From an optimization exercise on the open Yosys and OpenROAD flow, aimed at small area; shortcuts taken in it are not production practice. Only simulation tests tie the RTL to the original design; equivalence was not proved. Power is estimated from default activity; no workload was simulated.

==> design.v <==
module i2c_master (
    input   clk,
    input   rst,
    input   newd,
    input  [6:0]  addr,
    input   op,          
    input   mode_sel,    
    input  [7:0]  reg_addr,    
    input  sda_in,
    output sda_out,
    output  scl,
    input  [31:0] din,
    output [31:0] dout,
    output reg busy,
    output reg ack_err,
    output reg done
);
    parameter  CLK_DIV1 = (40_000_000 / 100_000) / 4;   
parameter  [8:0] CLK1 = CLK_DIV1 - 1;    
parameter  [8:0] CLK2 = (CLK_DIV1 * 2) - 1;   
parameter  [8:0] CLK3 = (CLK_DIV1 * 3) - 1;   
parameter  [8:0] CLK4 = (CLK_DIV1 * 4) - 1;   
    reg [8:0] count1;
    reg [1:0] pulse;
    always @(posedge clk) begin
        if (rst || !busy) begin
            pulse  <= 2'd0;
            count1 <= 9'd0;
        end else begin
            if      (count1 == CLK1) begin pulse <= 2'd1; count1 <= count1 + 9'd1; end
            else if (count1 == CLK2) begin pulse <= 2'd2; count1 <= count1 + 9'd1; end
            else if (count1 == CLK3) begin pulse <= 2'd3; count1 <= count1 + 9'd1; end
            else if (count1 == CLK4) begin pulse <= 2'd0; count1 <= 9'd0;          end
            else                          count1 <= count1 + 9'd1;
        end
    end
parameter [3:0] IDLE       = 4'd0;
parameter [3:0] START      = 4'd1;
parameter [3:0] WR_SLVADDR = 4'd2;
parameter [3:0] ACK_SA     = 4'd3;
parameter [3:0] WR_REGADDR = 4'd4;
parameter [3:0] ACK_RA     = 4'd5;
parameter [3:0] WR_DATA    = 4'd6;
parameter [3:0] ACK_WR     = 4'd7;
parameter [3:0] RD_DATA    = 4'd8;
parameter [3:0] MSTR_ACK   = 4'd9;
parameter [3:0] MSTR_NACK  = 4'd10;
parameter [3:0] STOP       = 4'd11;
reg [3:0] state;
    reg        scl_t;
    reg        sda_t;
    reg        sda_en;
    reg [3:0]  bitcount;
    reg [1:0]  byte_idx;
    reg [7:0]  sh_addr_w;    
    reg [7:0]  sh_addr_r;    
    reg [7:0]  sh_regaddr;
    reg [31:0] sh_tx;
    reg [31:0] rx_data;
    reg [31:0] dout_r;       
    reg        r_ack;
    wire [7:0] tx_byte;
    assign tx_byte = (mode_sel == 1'b0) ? sh_tx[31:24]   :
                     (byte_idx == 2'd0) ? sh_tx[31:24]  :
                     (byte_idx == 2'd1) ? sh_tx[23:16]  :
                     (byte_idx == 2'd2) ? sh_tx[15:8]   :
                                          sh_tx[7:0];
    wire last_byte;
    assign last_byte = (mode_sel == 1'b0) ? (byte_idx == 2'd0)
                                          : (byte_idx == 2'd3);
    always @(posedge clk) begin
        if (rst) begin
            state      <= IDLE;
            scl_t      <= 1'b1;
            sda_t      <= 1'b1;
            sda_en     <= 1'b0;
            bitcount   <= 4'd0;
            byte_idx   <= 2'd0;
            sh_addr_w  <= 8'd0;
            sh_addr_r  <= 8'd0;
            sh_regaddr <= 8'd0;
            sh_tx      <= 32'd0;
            rx_data    <= 32'd0;
            dout_r     <= 32'd0;
            r_ack      <= 1'b0;
            busy       <= 1'b0;
            ack_err    <= 1'b0;
            done       <= 1'b0;
        end else begin
            case (state)
                IDLE: begin
                    ack_err <= 1'b0;
                    scl_t   <= 1'b1;
                    sda_t   <= 1'b1;
                    sda_en  <= 1'b0;
                    if (newd) begin
                        sh_addr_w  <= {addr, 1'b0};
                        sh_addr_r  <= {addr, 1'b1};
                        sh_regaddr <= reg_addr;
                        sh_tx      <= din;
                        rx_data    <= 32'd0;
                        byte_idx   <= 2'd0;
                        bitcount   <= 4'd0;
                        done    <= 1'b0;
                        busy       <= 1'b1;
                        state      <= START;
                    end else begin
                        busy <= 1'b0;
                    end
                end
                START: begin
                    sda_en <= 1'b1;
                    case (pulse)
                        2'd0: begin scl_t <= 1'b1; sda_t <= 1'b1; end
                        2'd1: begin scl_t <= 1'b1; sda_t <= 1'b1; end
                        2'd2: begin scl_t <= 1'b1; sda_t <= 1'b0; end   
                        2'd3: begin scl_t <= 1'b1; sda_t <= 1'b0; end
                        default: ;
                    endcase
                    if (count1 == CLK4) begin
                        scl_t    <= 1'b0;
                        bitcount <= 4'd0;
                        state    <= WR_SLVADDR;
                    end
                end
                WR_SLVADDR: begin
                    sda_en <= 1'b1;
                    if (bitcount <= 4'd7) begin
                        case (pulse)
                            2'd0: begin scl_t <= 1'b0; end
                            2'd1: begin
                                scl_t <= 1'b0;
                                sda_t <= (op == 1'b0)
       ? sh_addr_w[3'd7 - bitcount[2:0]]
       : sh_addr_r[3'd7 - bitcount[2:0]];
                            end
                            2'd2: begin scl_t <= 1'b1; end
                            2'd3: begin scl_t <= 1'b1; end
                            default: ;
                        endcase
                        if (count1 == CLK4) begin
                            scl_t    <= 1'b0;
                            bitcount <= bitcount + 4'd1;
                        end
                    end else begin
                        bitcount <= 4'd0;
                        sda_en   <= 1'b0;    
                        state    <= ACK_SA;
                    end
                end
                ACK_SA: begin
                    sda_en <= 1'b0;
                    case (pulse)
                        2'd0: begin scl_t <= 1'b0; end
                        2'd1: begin scl_t <= 1'b0; end
                        2'd2: begin scl_t <= 1'b1; r_ack <= sda_in; end   
                        2'd3: begin scl_t <= 1'b1; end
                        default: ;
                    endcase
                    if (count1 == CLK4) begin
                        scl_t <= 1'b0;
                        if (r_ack == 1'b0) begin         
                            bitcount <= 4'd0;
                            sda_en   <= 1'b1;
                            state    <= WR_REGADDR;
                        end else begin                   
                            ack_err <= 1'b1;
                            sda_en  <= 1'b1;
                            state   <= STOP;
                        end
                    end
                end
                WR_REGADDR: begin
                    sda_en <= 1'b1;
                    if (bitcount <= 4'd7) begin
                        case (pulse)
                            2'd0: begin scl_t <= 1'b0; end
                            2'd1: begin
                                scl_t <= 1'b0;
                                sda_t <= sh_regaddr[3'd7 - bitcount[2:0]];
                            end
                            2'd2: begin scl_t <= 1'b1; end
                            2'd3: begin scl_t <= 1'b1; end
                            default: ;
                        endcase
                        if (count1 == CLK4) begin
                            scl_t    <= 1'b0;
                            bitcount <= bitcount + 4'd1;
                        end
                    end else begin
                        bitcount <= 4'd0;
                        sda_en   <= 1'b0;    
                        state    <= ACK_RA;
                    end
                end
                ACK_RA: begin
                    sda_en <= 1'b0;
                    case (pulse)
                        2'd0: begin scl_t <= 1'b0; end
                        2'd1: begin scl_t <= 1'b0; end
                        2'd2: begin scl_t <= 1'b1; r_ack <= sda_in; end   
                        2'd3: begin scl_t <= 1'b1; end
                        default: ;
                    endcase
                    if (count1 == CLK4) begin
                        scl_t    <= 1'b0;
                        bitcount <= 4'd0;
                        if (r_ack == 1'b0) begin
                            if (op == 1'b0) begin
                                sda_en <= 1'b1;
                                state  <= WR_DATA;    
                            end else begin
                                sda_en <= 1'b0;       
                                state  <= RD_DATA;    
                            end
                        end else begin
                            ack_err <= 1'b1;
                            sda_en  <= 1'b1;
                            state   <= STOP;
                        end
                    end
                end
                WR_DATA: begin
                    sda_en <= 1'b1;
                    if (bitcount <= 4'd7) begin
                        case (pulse)
                            2'd0: begin scl_t <= 1'b0; end
                            2'd1: begin
                                scl_t <= 1'b0;
                                sda_t <= tx_byte[3'd7 - bitcount[2:0]];
                            end
                            2'd2: begin scl_t <= 1'b1; end
                            2'd3: begin scl_t <= 1'b1; end
                            default: ;
                        endcase
                        if (count1 == CLK4) begin
                            scl_t    <= 1'b0;
                            bitcount <= bitcount + 4'd1;
                        end
                    end else begin
                        bitcount <= 4'd0;
                        sda_en   <= 1'b0;    
                        state    <= ACK_WR;
                    end
                end
                ACK_WR: begin
                    sda_en <= 1'b0;
                    case (pulse)
                        2'd0: begin scl_t <= 1'b0; end
                        2'd1: begin scl_t <= 1'b0; end
                        2'd2: begin scl_t <= 1'b1; r_ack <= sda_in; end   
                        2'd3: begin scl_t <= 1'b1; end
                        default: ;
                    endcase
                    if (count1 == CLK4) begin
                        scl_t <= 1'b0;
                        if (r_ack == 1'b0) begin
                            if (last_byte) begin
                                sda_en <= 1'b1;
                                state  <= STOP;          
                            end else begin
                                byte_idx <= byte_idx + 2'd1;
                                bitcount <= 4'd0;
                                sda_en   <= 1'b1;
                                state    <= WR_DATA;     
                            end
                        end else begin
                            ack_err <= 1'b1;
                            sda_en  <= 1'b1;
                            state   <= STOP;
                        end
                    end
                end
                RD_DATA: begin
                    sda_en <= 1'b0;      
                    if (bitcount <= 4'd7) begin
                        case (pulse)
                            2'd0: begin scl_t <= 1'b0; end
                            2'd1: begin scl_t <= 1'b0; end
                            2'd2: begin
    scl_t <= 1'b1;
    if (count1 == CLK3) begin
        if(mode_sel == 1'b0)
            rx_data[7:0] <= {rx_data[6:0], sda_in};
        else begin
            case(byte_idx)
                2'd0: rx_data[31:24] <= {rx_data[30:24], sda_in};
                2'd1: rx_data[23:16] <= {rx_data[22:16], sda_in};
                2'd2: rx_data[15:8]  <= {rx_data[14:8],  sda_in};
                2'd3: rx_data[7:0]   <= {rx_data[6:0],   sda_in};
                default: ;
            endcase
        end
    end
end
                                                       2'd3: begin scl_t <= 1'b1; end
                            default: ;
                        endcase
                        if (count1 == CLK4) begin
                            scl_t    <= 1'b0;
                            bitcount <= bitcount + 4'd1;
                        end
                    end else begin
                        bitcount <= 4'd0;
                        sda_en   <= 1'b1;
                        state    <= last_byte ? MSTR_NACK : MSTR_ACK;
                    end
                end
                MSTR_ACK: begin
                    sda_en <= 1'b1;
                    case (pulse)
                        2'd0: begin scl_t <= 1'b0; sda_t <= 1'b0; end
                        2'd1: begin scl_t <= 1'b0; sda_t <= 1'b0; end
                        2'd2: begin scl_t <= 1'b1; sda_t <= 1'b0; end
                        2'd3: begin scl_t <= 1'b1; sda_t <= 1'b0; end
                        default: ;
                    endcase
                    if (count1 == CLK4) begin
                        scl_t    <= 1'b0;
                        byte_idx <= byte_idx + 2'd1;
                        bitcount <= 4'd0;
                        sda_en   <= 1'b0;
                        state    <= RD_DATA;
                    end
                end
                MSTR_NACK: begin
                    sda_en <= 1'b1;
                    case (pulse)
                        2'd0: begin scl_t <= 1'b0; sda_t <= 1'b1; end
                        2'd1: begin scl_t <= 1'b0; sda_t <= 1'b1; end
                        2'd2: begin scl_t <= 1'b1; sda_t <= 1'b1; end
                        2'd3: begin scl_t <= 1'b1; sda_t <= 1'b1; end
                        default: ;
                    endcase
                    if (count1 == CLK4) begin
                        dout_r <= rx_data;
                        scl_t  <= 1'b0;
                        sda_t  <= 1'b0;    
                        sda_en <= 1'b1;
                        state  <= STOP;
                    end
                end
                STOP: begin
                    sda_en <= 1'b1;
                    case (pulse)
                        2'd0: begin scl_t <= 1'b0; sda_t <= 1'b0; end
                        2'd1: begin scl_t <= 1'b1; sda_t <= 1'b0; end   
                        2'd2: begin scl_t <= 1'b1; sda_t <= 1'b1; end   
                        2'd3: begin scl_t <= 1'b1; sda_t <= 1'b1; end
                        default: ;
                    endcase
                    if (count1 == CLK4) begin
                        scl_t  <= 1'b1;
                        sda_t  <= 1'b1;
                        sda_en <= 1'b0;
                        busy   <= 1'b0;
                        done   <= 1'b1;
                       state  <= IDLE;
                    end
                end
                default: state <= IDLE;
            endcase
        end
    end
    assign sda_out  = (sda_en && (sda_t == 1'b0)) ? 1'b0 : 1'b1;
    assign scl  = scl_t;
    assign dout = dout_r;
endmodule
module i2c_register #(
parameter ADDR_WIDTH = 8,
parameter DATA_WIDTH = 32
)(
input  logic                    pclk,
input  logic                    presetn,
input  logic [ADDR_WIDTH-1:0]   paddr,
input  logic                    psel,
input  logic                    penable,
input  logic                    pwrite,
input  logic [DATA_WIDTH-1:0]   pwdata,
output logic [DATA_WIDTH-1:0]   prdata,
output logic                    pready,
output logic                    pslverr,
output logic [3:0]              control_reg,
output logic [6:0]              addr_reg,
output logic [31:0]             reg_addr_out,
output logic [31:0]             data_in_reg,
input  logic                    i2c_busy,
input  logic                    i2c_done,
input  logic                    i2c_ack_err,
input  logic [31:0]             i2c_rx_data
);
localparam CONTROL  = 8'h00;    
localparam ADDR     = 8'h04;    
localparam REG_ADDR = 8'h08;    
localparam DATA_IN  = 8'h0C;    
localparam DATA_OUT = 8'h10;    
localparam STATUS   = 8'h14;    
logic [31:0] slave_addr_reg;
logic [31:0] reg_addr_reg;
logic [31:0] data_reg;
logic [31:0] status_reg;
logic write_en;
logic read_en;
logic access_en;
logic addr_valid;
logic write_to_ro;
assign write_en  = psel & penable & pwrite;
assign read_en   = psel & penable & ~pwrite;
assign access_en = psel & penable;
assign pready = psel & penable;
always_comb begin
    case (paddr)
        CONTROL,
        ADDR,
        REG_ADDR,
        DATA_IN,
        DATA_OUT,
        STATUS : addr_valid = 1'b1;
        default  : addr_valid = 1'b0;
    endcase
end
assign write_to_ro =
    write_en &&
    ((paddr == STATUS) || (paddr == DATA_OUT));
assign pslverr =
    access_en &&
    (~addr_valid || write_to_ro);
always_ff @(posedge pclk or negedge presetn) begin
    if (!presetn) begin
        control_reg    <= 4'b0000;
        slave_addr_reg <= 32'd0;
        reg_addr_reg   <= 32'd0;
        data_reg       <= 32'd0;
        status_reg <= 32'd0;
    end
    else begin
        if (addr_valid ) begin 
            if( write_en) begin
            case (paddr)
                CONTROL  : control_reg    <= pwdata[3:0];
                ADDR     : slave_addr_reg <= pwdata;
                REG_ADDR : reg_addr_reg   <= pwdata;
                DATA_IN  : data_reg       <= pwdata;
                               default  : ;
            endcase
        end
            else begin
                status_reg <= {29'd0, i2c_ack_err,i2c_busy};
            end
        end
        if (control_reg[0])
            control_reg[0] <= 1'b0;
    end
end
assign addr_reg       = slave_addr_reg[6:0];
assign reg_addr_out   = reg_addr_reg;
assign data_in_reg    = data_reg;
logic [31:0] prdata_int;
always_comb begin
    prdata_int = 32'd0;
    if (addr_valid && penable && psel) begin
        case (paddr)
            CONTROL :
                prdata_int = {28'd0, control_reg};
            ADDR :
                prdata_int = slave_addr_reg;
            REG_ADDR :
                prdata_int = reg_addr_reg;
            DATA_IN :
                prdata_int = data_reg;
            DATA_OUT :
                prdata_int = i2c_rx_data;
            STATUS :
                prdata_int = status_reg; 
            default: prdata_int=32'h0;
        endcase
    end
end
assign prdata = (pwrite==0)?prdata_int:'h0;
endmodule
module i2c_wrapper #(
    parameter ADDR_WIDTH = 8,
    parameter DATA_WIDTH = 32
)(
    input  logic                    pclk,
    input  logic                    presetn,
    input  logic [ADDR_WIDTH-1:0]   paddr,
    input  logic                    psel,
    input  logic                    penable,
    input  logic                    pwrite,
    input  logic [DATA_WIDTH-1:0]   pwdata,
    output logic [DATA_WIDTH-1:0]   prdata,
    output logic                    pready,
    output logic                    pslverr,
    input  logic                     sda_in,
    output logic                     sda_out,
    output wire                     scl
);
wire [3:0]  control_reg_wire;
wire mode_sel;
assign mode_sel = control_reg_wire[2];
wire [6:0]  wire_addr;
wire [31:0] wire_reg_addr;
wire [31:0] wire_tx_data;
wire [31:0] wire_rx_data;
wire         wire_busy;
wire         wire_done;
wire         wire_error;
i2c_register #(
    .ADDR_WIDTH (ADDR_WIDTH),
    .DATA_WIDTH (DATA_WIDTH)
) i2c_reg (
    .pclk           (pclk),
    .presetn        (presetn),
    .paddr          (paddr),
    .psel           (psel),
    .penable        (penable),
    .pwrite         (pwrite),
    .pwdata         (pwdata),
    .prdata         (prdata),
    .pready         (pready),
    .pslverr        (pslverr),
    .control_reg    (control_reg_wire),
    .addr_reg       (wire_addr),
    .reg_addr_out   (wire_reg_addr),
    .data_in_reg    (wire_tx_data),
    .i2c_busy       (wire_busy),
    .i2c_done       (wire_done),
    .i2c_ack_err    (wire_error),
    .i2c_rx_data    (wire_rx_data)
);
i2c_master i2c (
    .clk            (pclk),
    .rst            (~presetn),
    .newd           (control_reg_wire[0]),
    .op             (control_reg_wire[1]),
    .mode_sel(mode_sel),
    .addr           (wire_addr),
    .reg_addr (wire_reg_addr[7:0]),
    .din       (wire_tx_data),
    .dout         (wire_rx_data),
    .sda_in           (sda_in),
    .sda_out           (sda_out),
    .scl            (scl),
    .busy           (wire_busy),
    .done           (wire_done),
    .ack_err        (wire_error)
);
endmodule
==> run.sh <==
#!/bin/bash
# synth_recipe.tcl (not shown) runs the flow's synth.tcl, then flattens the netlist and writes it again
# the make line also repeats each setting of config.mk as NAME=value (left out here)
make -C /OpenROAD-flow-scripts/flow DESIGN_CONFIG=/design/flow/config.mk WORK_HOME=/design/flow/orfs CLKGATE_MAP_FILE= SYNTH_SCRIPT=/design/flow/synth_recipe.tcl finish
==> config.mk <==
export PLATFORM = sky130hd
export DESIGN_NAME = i2c_wrapper
export DESIGN_NICKNAME = i2c_wrapper
export VERILOG_FILES = /design/flow/design.v
export SDC_FILE = /design/flow/constraint.sdc
export NUM_CORES = 4
export LEC_CHECK = 0
export CAP_MARGIN = 20
export CORE_MARGIN = 2
export CORE_UTILIZATION = 40
export SLEW_MARGIN = 20
==> constraint.sdc <==
create_clock -name core_clock -period 10.0 [get_ports {pclk}]
set_input_delay 2.0000 -clock core_clock [delete_from_list [all_inputs] [get_ports {pclk}]]
set_output_delay 2.0000 -clock core_clock [all_outputs]
set_load 0.01 [all_outputs]
==> impl_results.md <==
* Outcome: finished clean
* CP delay by family, top: buffers and inverters
* Resized Gates After CTS at 0
* GRT Total Usage at 20.73%
* Worst Path Max Fanout at 32
* Met2 routed WL at 13190 µm
* Mapped Avg Cell Area at about 10 µm²
* CTS Root Buffer Type: clkbuf_16
* Residual DRC at 0
* Post-layout nets at about 1200
* Layout overhead on the synthesized area at 17.03%
* Worst hold-check path type: reg -> reg
* Max-slew headroom at a little under two fifths
* Register share of total power at between 40% and 50%
* Synth Area in XOR/XNOR at less than 1%
* P_int at approximately 1.6 mW
* Gate power share at 13.0%
* Switch share at 27.16%
* Critical path required time at roughly 8000 ps
* Largest family of logic cells by synthesized area: simple AND/OR/NAND/NOR gates
* Dpl cells at ~1500
* CP Cell Sequence: clkdlybuf4s50_1 -> or4_4 -> nor2_2 -> nand3b_2 -> nor2_2 -> buf_4 -> a22oi_1 -> a21oi_1 -> clkdlybuf4s50_1
* Slowest-stage cell, CP: clkdlybuf4s50_1
* WHS at between 400 and 500 ps
* Ys async rst share at 42.32%
* Final setup violating endpoints at 0
* CTS buffer count at 27
* Die X-Extent at roughly 170 µm
* Final period utilization at approximately 69%
* Starting density of the core at 40.84%
* Htree depth at 1
* Critical path class: in -> out
* Non-Filler Instances at around 1500
* RSZ-0062 raised after global routing: false
* Clk Latency, worst-skew pair at 550 ps
* Fmax at ~150 MHz
* VDD IR max at 104.3 µV
* Mux share of post-synthesis cell area at about 16%
* Setup TNS Final at 0 ps
* Via count at roughly 8600
* PD cells at 173.5 mW/mm²
* Crit-path max cell delay at about 630 ps
* # rows at 60
* Flops & latches, synth at 241
* Cell Area, Synth at 0.01101 mm²
* First-pass GRT wire length at 47310 µm
* Post-Syn Nets at roughly 1200
* Hold Fails Final Rpt at 0
* Drt first pass iters at 7
* Share of layout cells above drive strength 1 at 15.90%
* CP startpoint kind: input pin
* Syn. warnings at 2
* DR top layer: met4
* Routability cong. at 0.8584
* Switching pwr at a little over 0.6 mW
* Clock transition at the registers of the reported paths at approximately 60 ps
* Final antenna-violating net count at 0
* Vias/cell at 5.598
* Synth Area in Adders at less than 1%
* Slew Limit Fails at 0
* Post-route cell area at approximately 0.013 mm²
* Initial DRC count at around 630
* Yosys cell types at between 60 and 70
* WP buf/inv at 3
* Post-layout min period at ~6900 ps
* Port bufs at just over 80
* Largest net degree at the start of global routing at ~70
* Worst-Margin Slew at 934.9 ps
* Cell Area, Placed at ~0.012 mm²
* Post-synthesis compound-gate area fraction at between 10% and 20%
* Total die area at 0.02886 mm²
* CTS tree: built
* Seq/Total Area, Yosys at a little under 50%
* Max cap viols at 0
* Setup skew after layout at 25.76 ps
* ANT cells at 0
* Cts hold-fix bufs at 0
* TritonCTS Sinks at around 240
* I/O Pins at just over 80
* Number of global-route vias before repair at ~8000
* EDFF count, synth at 0
* Lkg Pwr at approximately 5 nW
* Die Y-Extent at about 170 µm
* Initial antenna violation count at 0
* Final core utilization at between 40 and 50%
* Synth Flop Type: dfxtp_1
* Post-Syn Instances at between 1000 and 1500
* Longest Clk Path Bufs at 3
* Synth Area in Simple Gates at approximately 17%
* Crit end category: output pin
* Clk network pwr share at a little over two fifths
* Routed Wire Length at slightly below 30000 µm
* Core area at approximately 0.027 mm²
* Setup bufs post-CTS at 0
* Final HPWL DP at between 20000 and 25000 µm
* WL/cell at 19.29 µm
* Grt ovf at 0
* Met1 wire length at 14110 µm
* CP Data Arrival Time at between 4000 and 5000 ps
* Wire length on met3 at 2029 µm
==> cells by family after synthesis <==
kind of cell             Yosys count
AND/OR/NAND/NOR                  381
flip-flops                       241
multiplexers                     159
adder cells (fa/ha/maj)            6
XOR/XNOR                           7
buffers and inverters             99
AO/OA/AOI/OAI                    235
==> layer usage <==
layer | vias to the layer above | GRT usage [%]
met2 | 297 | 31.96
met4 | 0 | 4.125
met1 | 4171 | 30.67
met5 | - | 0
met3 | 31 | 3.558
li1 | 4100 | -
==> tightest hold or removal path: stages, from the launching register on <==
cell and delay (ps):
dfxtp_1 310, nand2_1 50, a21oi_1 50
==> stage by stage <==
stage | total power, mW | setup WS, ps
2_1_floorplan | 1.204 | 4342
3_3_place_gp | 1.302 | 2787
3_5_place_dp | 1.304 | 3084
4_1_cts | 2.253 | 3071
5_1_grt | 2.332 | 2969
6_report | 2.234 | 3104
==> power by group through the flow <==
stage	Combinational, mW	Sequential, mW	Clock (mW)
6_report	0.291	0.995	0.948
2_1_floorplan	0.194	1.01	0
4_1_cts	0.291	0.995	0.967
3_3_place_gp	0.287	1.02	0
3_5_place_dp	0.289	1.01	0
5_1_grt	0.321	0.996	1.01
==> area by class of cell <==
cell class	count	area, µm²
inverters	18	68.82
well taps	341	426.7
clock buffers	40	755.7
repair buffers	99	963.4
multi-input cells	788	5248
fillers	2543	14070
flip-flops and latches	241	5335
clock inverters	9	85.08
==> placed cells by master, fill, tap and decap left out, types with 7 or more instances in the layout <==
master / Yosys / routed
nor2_1: 82 / 79
or3_1: 8 / 8
clkbuf_16: 0 / 28
and3_1: 11 / 11
buf_4: 12 / 18
nand3_1: 35 / 34
dfrtp_1: 102 / 102
dfxtp_1: 139 / 139
clkbuf_1: 39 / 11
a31oi_1: 9 / 9
a21oi_1: 124 / 124
a211oi_1: 7 / 7
o211ai_1: 8 / 8
a222oi_1: 28 / 28
o21ai_0: 24 / 24
nand2b_1: 36 / 36
inv_1: 16 / 16
nand2_1: 164 / 164
clkdlybuf4s50_1: 0 / 80
mux2_2: 105 / 105
mux2i_1: 48 / 48
clkinv_2: 0 / 8
==> Yosys cell counts, types with 3 or more instances <==
| cell | instances | area share, % |
|---|---|---|
| a2111oi_0 | 3 | 0.24 |
| a211o_1 | 3 | 0.24 |
| a211oi_1 | 7 | 0.48 |
| a21oi_1 | 124 | 5.6 |
| a222oi_1 | 28 | 2.5 |
| a22oi_1 | 5 | 0.34 |
| a31oi_1 | 9 | 0.51 |
| and3_1 | 11 | 0.63 |
| buf_1 | 4 | 0.14 |
| buf_2 | 26 | 1.2 |
| buf_4 | 12 | 0.82 |
| clkbuf_1 | 39 | 1.3 |
| dfrtp_1 | 102 | 23 |
| dfxtp_1 | 139 | 25 |
| ha_1 | 6 | 0.68 |
| inv_1 | 16 | 0.55 |
| mux2_1 | 4 | 0.41 |
| mux2_2 | 105 | 11 |
| mux2i_1 | 48 | 4.4 |
| nand2_1 | 164 | 5.6 |
| nand2b_1 | 36 | 2.0 |
| nand3_1 | 35 | 1.6 |
| nand4_1 | 3 | 0.17 |
| nor2_1 | 82 | 2.8 |
| nor2b_1 | 5 | 0.28 |
| nor3_1 | 5 | 0.23 |
| nor3_4 | 6 | 0.89 |
| o211ai_1 | 8 | 0.55 |
| o21ai_0 | 24 | 1.1 |
| o21ai_1 | 3 | 0.14 |
| o22ai_1 | 3 | 0.17 |
| o31ai_1 | 3 | 0.20 |
| or3_1 | 8 | 0.45 |
| xnor2_1 | 4 | 0.32 |
| xor2_1 | 3 | 0.24 |
==> worst paths after layout <==
kind	cells past startpoint	slack [ps]	from	endpoint
setup / recovery	9	3100	paddr[0]	prdata[0]
hold / removal	2	460	i2c.sh_tx[11]	i2c.sh_tx[11]
setup reg to reg	6	7350	i2c.state[0]	i2c.byte_idx[0]
hold reg to reg	2	460	i2c.sh_tx[11]	i2c.sh_tx[11]
max in group asynchronous	3	7080	presetn	i2c_reg.control_reg[0]
min in group asynchronous	2	1790	presetn	i2c_reg.data_reg[18]

what the ideal ports hide:
How much do the figures lean on ideal ports? The routed layout below was timed once more, with nothing changed but the port constraints.
Step 1 sets driving cells, clkbuf_16 on the clock port and buf_2 on the other inputs (assumed; they add their load-dependent delay and slew).
Step 2 also shifts input and output timing later by t, the mid clock arrival at the registers, as if the neighbouring blocks saw the same clock.
Three values: no drivers, after step 1, after step 2; two values: the first two.
t (ns): 0.584
slack for setup (ns): 3.104 / 3.081 / 3.081
clock arrival spread, ns: 0.027 / 0.028
After both steps this run still meets setup and hold. The setup slack of this run moves by -0.023 ns with the drivers and by -0.023 ns with both steps.
